Context: an optimization exercise on an open-source flow, tuned for small area and a short achievable clock period. The choices shown serve that exercise and are no tape-out recipe.
The RTL was checked by simulation tests, not by an equivalence proof against the original design.

## build 48
// alu
module alu(instr,clk,rst,alucon,result,zero,so1,so2);
input [31:0] instr;
input clk;
input rst;
output [3:0] alucon;
output zero;
output reg [31:0] so1;
output reg [31:0] so2;
output [31:0] result;
  reg [2:0] ac;
  assign alucon = {1'b0, ac};
  reg [31:0] s0, s1, s2, s3, s4, s5, s6, s7;
  reg [32*27-1:0] mem;   
  reg        pend;       
  reg [2:0]  pend_rd;    
  reg        pend_ld;    
  reg [4:0]  maddr;      
  reg        mok;        
  reg [26:0] lsel;       
  reg        st;         
  reg [31:0] sdr;        
  reg [31:0] row0;
  reg [31:0] row1;
  reg [31:0] row2;
  reg [31:0] row3;
  reg cin;
  wire ps1 = row0[0] ^ row1[0];
  wire pc2 = row0[0] & row1[0];
  wire ps3 = row0[1] ^ row1[1] ^ row2[1];
  wire pc4 = (row0[1] & row1[1]) | (row0[1] & row2[1]) | (row1[1] & row2[1]);
  wire ps5 = row0[2] ^ row1[2] ^ row2[2];
  wire pc6 = (row0[2] & row1[2]) | (row0[2] & row2[2]) | (row1[2] & row2[2]);
  wire ps7 = row0[3] ^ row1[3] ^ row2[3];
  wire pc8 = (row0[3] & row1[3]) | (row0[3] & row2[3]) | (row1[3] & row2[3]);
  wire ps9 = row0[4] ^ row1[4] ^ row2[4];
  wire pc10 = (row0[4] & row1[4]) | (row0[4] & row2[4]) | (row1[4] & row2[4]);
  wire ps11 = row0[5] ^ row1[5] ^ row2[5];
  wire pc12 = (row0[5] & row1[5]) | (row0[5] & row2[5]) | (row1[5] & row2[5]);
  wire ps13 = row0[6] ^ row1[6] ^ row2[6];
  wire pc14 = (row0[6] & row1[6]) | (row0[6] & row2[6]) | (row1[6] & row2[6]);
  wire ps15 = row0[7] ^ row1[7] ^ row2[7];
  wire pc16 = (row0[7] & row1[7]) | (row0[7] & row2[7]) | (row1[7] & row2[7]);
  wire ps17 = row0[8] ^ row1[8] ^ row2[8];
  wire pc18 = (row0[8] & row1[8]) | (row0[8] & row2[8]) | (row1[8] & row2[8]);
  ...
For scale: roughly 6700 cells after synthesis, about 1400 flip-flops.
Settings: LEC_CHECK=0, ABC_AREA=1, CAP_MARGIN=20, CORE_MARGIN=2, CORE_UTILIZATION=55, CTS_CLUSTER_DIAMETER=80, CTS_CLUSTER_SIZE=20, PLACE_DENSITY=0.7, SLEW_MARGIN=20; clock period 16.0 ns.
standard.sh (not shown) runs the stock make flow with config.mk's settings and CLKGATE_MAP_FILE= SYNTH_SCRIPT=/design/flow/synth_recipe.tcl, a recipe that flattens the netlist after the stock synthesis.
==> flow/flow/run.sh <==
#!/bin/bash
# Layout flow: the standard ORFS flow (standard synthesis, floorplan,
# placement, CTS, routing) with a larger setup-slack target for the timing
# repair steps, so that the repair keeps improving paths that already meet
# the 16 ns clock. The clock, I/O delays and all constraints are the standard flow's.
set -euo pipefail
MARGIN=9
TNS=10
sed -e "s/\"\${@:-finish}\"/SETUP_SLACK_MARGIN=$MARGIN TNS_END_PERCENT=$TNS \"\${@:-finish}\"/" standard.sh > standard_margin.sh
grep -q "SETUP_SLACK_MARGIN=$MARGIN TNS_END_PERCENT" standard_margin.sh
bash standard_margin.sh > standard.log 2>&1
#### Input delta (trial 59 over build 48)
==> flow/flow/run.sh <==
#!/bin/bash
# Layout flow: the standard ORFS flow (standard synthesis, floorplan,
# placement, CTS, routing) with a larger setup-slack target for the timing
# repair steps, so that the repair keeps improving paths that already meet
# the 16 ns clock. The clock, I/O delays and all constraints are the standard flow's.
# Synthesis is the standard script with ADDER_MAP_FILE empty, so that
# full and half adders are mapped as ordinary gates rather than as the
# (slower) fa/ha cells; registers are unaffected.
set -euo pipefail
MARGIN=9
TNS=10
sed -e "s/\"\${@:-finish}\"/SETUP_SLACK_MARGIN=$MARGIN TNS_END_PERCENT=$TNS ADDER_MAP_FILE= \"\${@:-finish}\"/" standard.sh > standard_margin.sh
grep -q "SETUP_SLACK_MARGIN=$MARGIN TNS_END_PERCENT=$TNS ADDER_MAP_FILE=" standard_margin.sh
bash standard_margin.sh > standard.log 2>&1
Notes after the runs:
Detail-routed net length per standard cell down 8.8% in trial 59 wrt build 48. Delta (trial 59 minus build 48): share of post-route cells with drive strength above 1 climbed 0.30 points; largest net degree at the start of global routing climbed 41; number of cells upsized or downsized after cts dropped 395; smallest hold slack down 0.023 ns. Number of clock buffers in the layout, trial 59 vs build 48: down by a few percent. On final weighted congestion of routability-driven global placement, trial 59 and build 48 are basically level. Trial 59 ends up with higher mapped cell area than build 48 does.

## separate check: timing with driven ports
In the flow no input, the clock included, has a driving cell. The finished layouts below were timed again as built, in two steps. Step 1 assumes that a clkbuf_16 drives the clock port and a buf_2 every other input. Step 2 adds t to the input delays and takes it off the output delays; t is the mean of the earliest and latest rising clock arrival at the registers after step 1. Input paths then give back, and output paths get back, about the clock's delay inside the block. a / b / c = ideal ports / drivers / drivers and shift; a / b = the first two.
run	t (ns)	setup slack, ns	slew at the worst register clock pin (ns)
build 48	0.806	8.545 / 8.565 / 7.759	0.09 / 0.09
trial 59	0.836	8.933 / 8.846 / 8.266	0.10 / 0.10
After both steps every run listed still meets setup and hold. The setup slack of build 48, which loses most, moves by +0.020 ns with the drivers and by -0.786 ns with both steps.
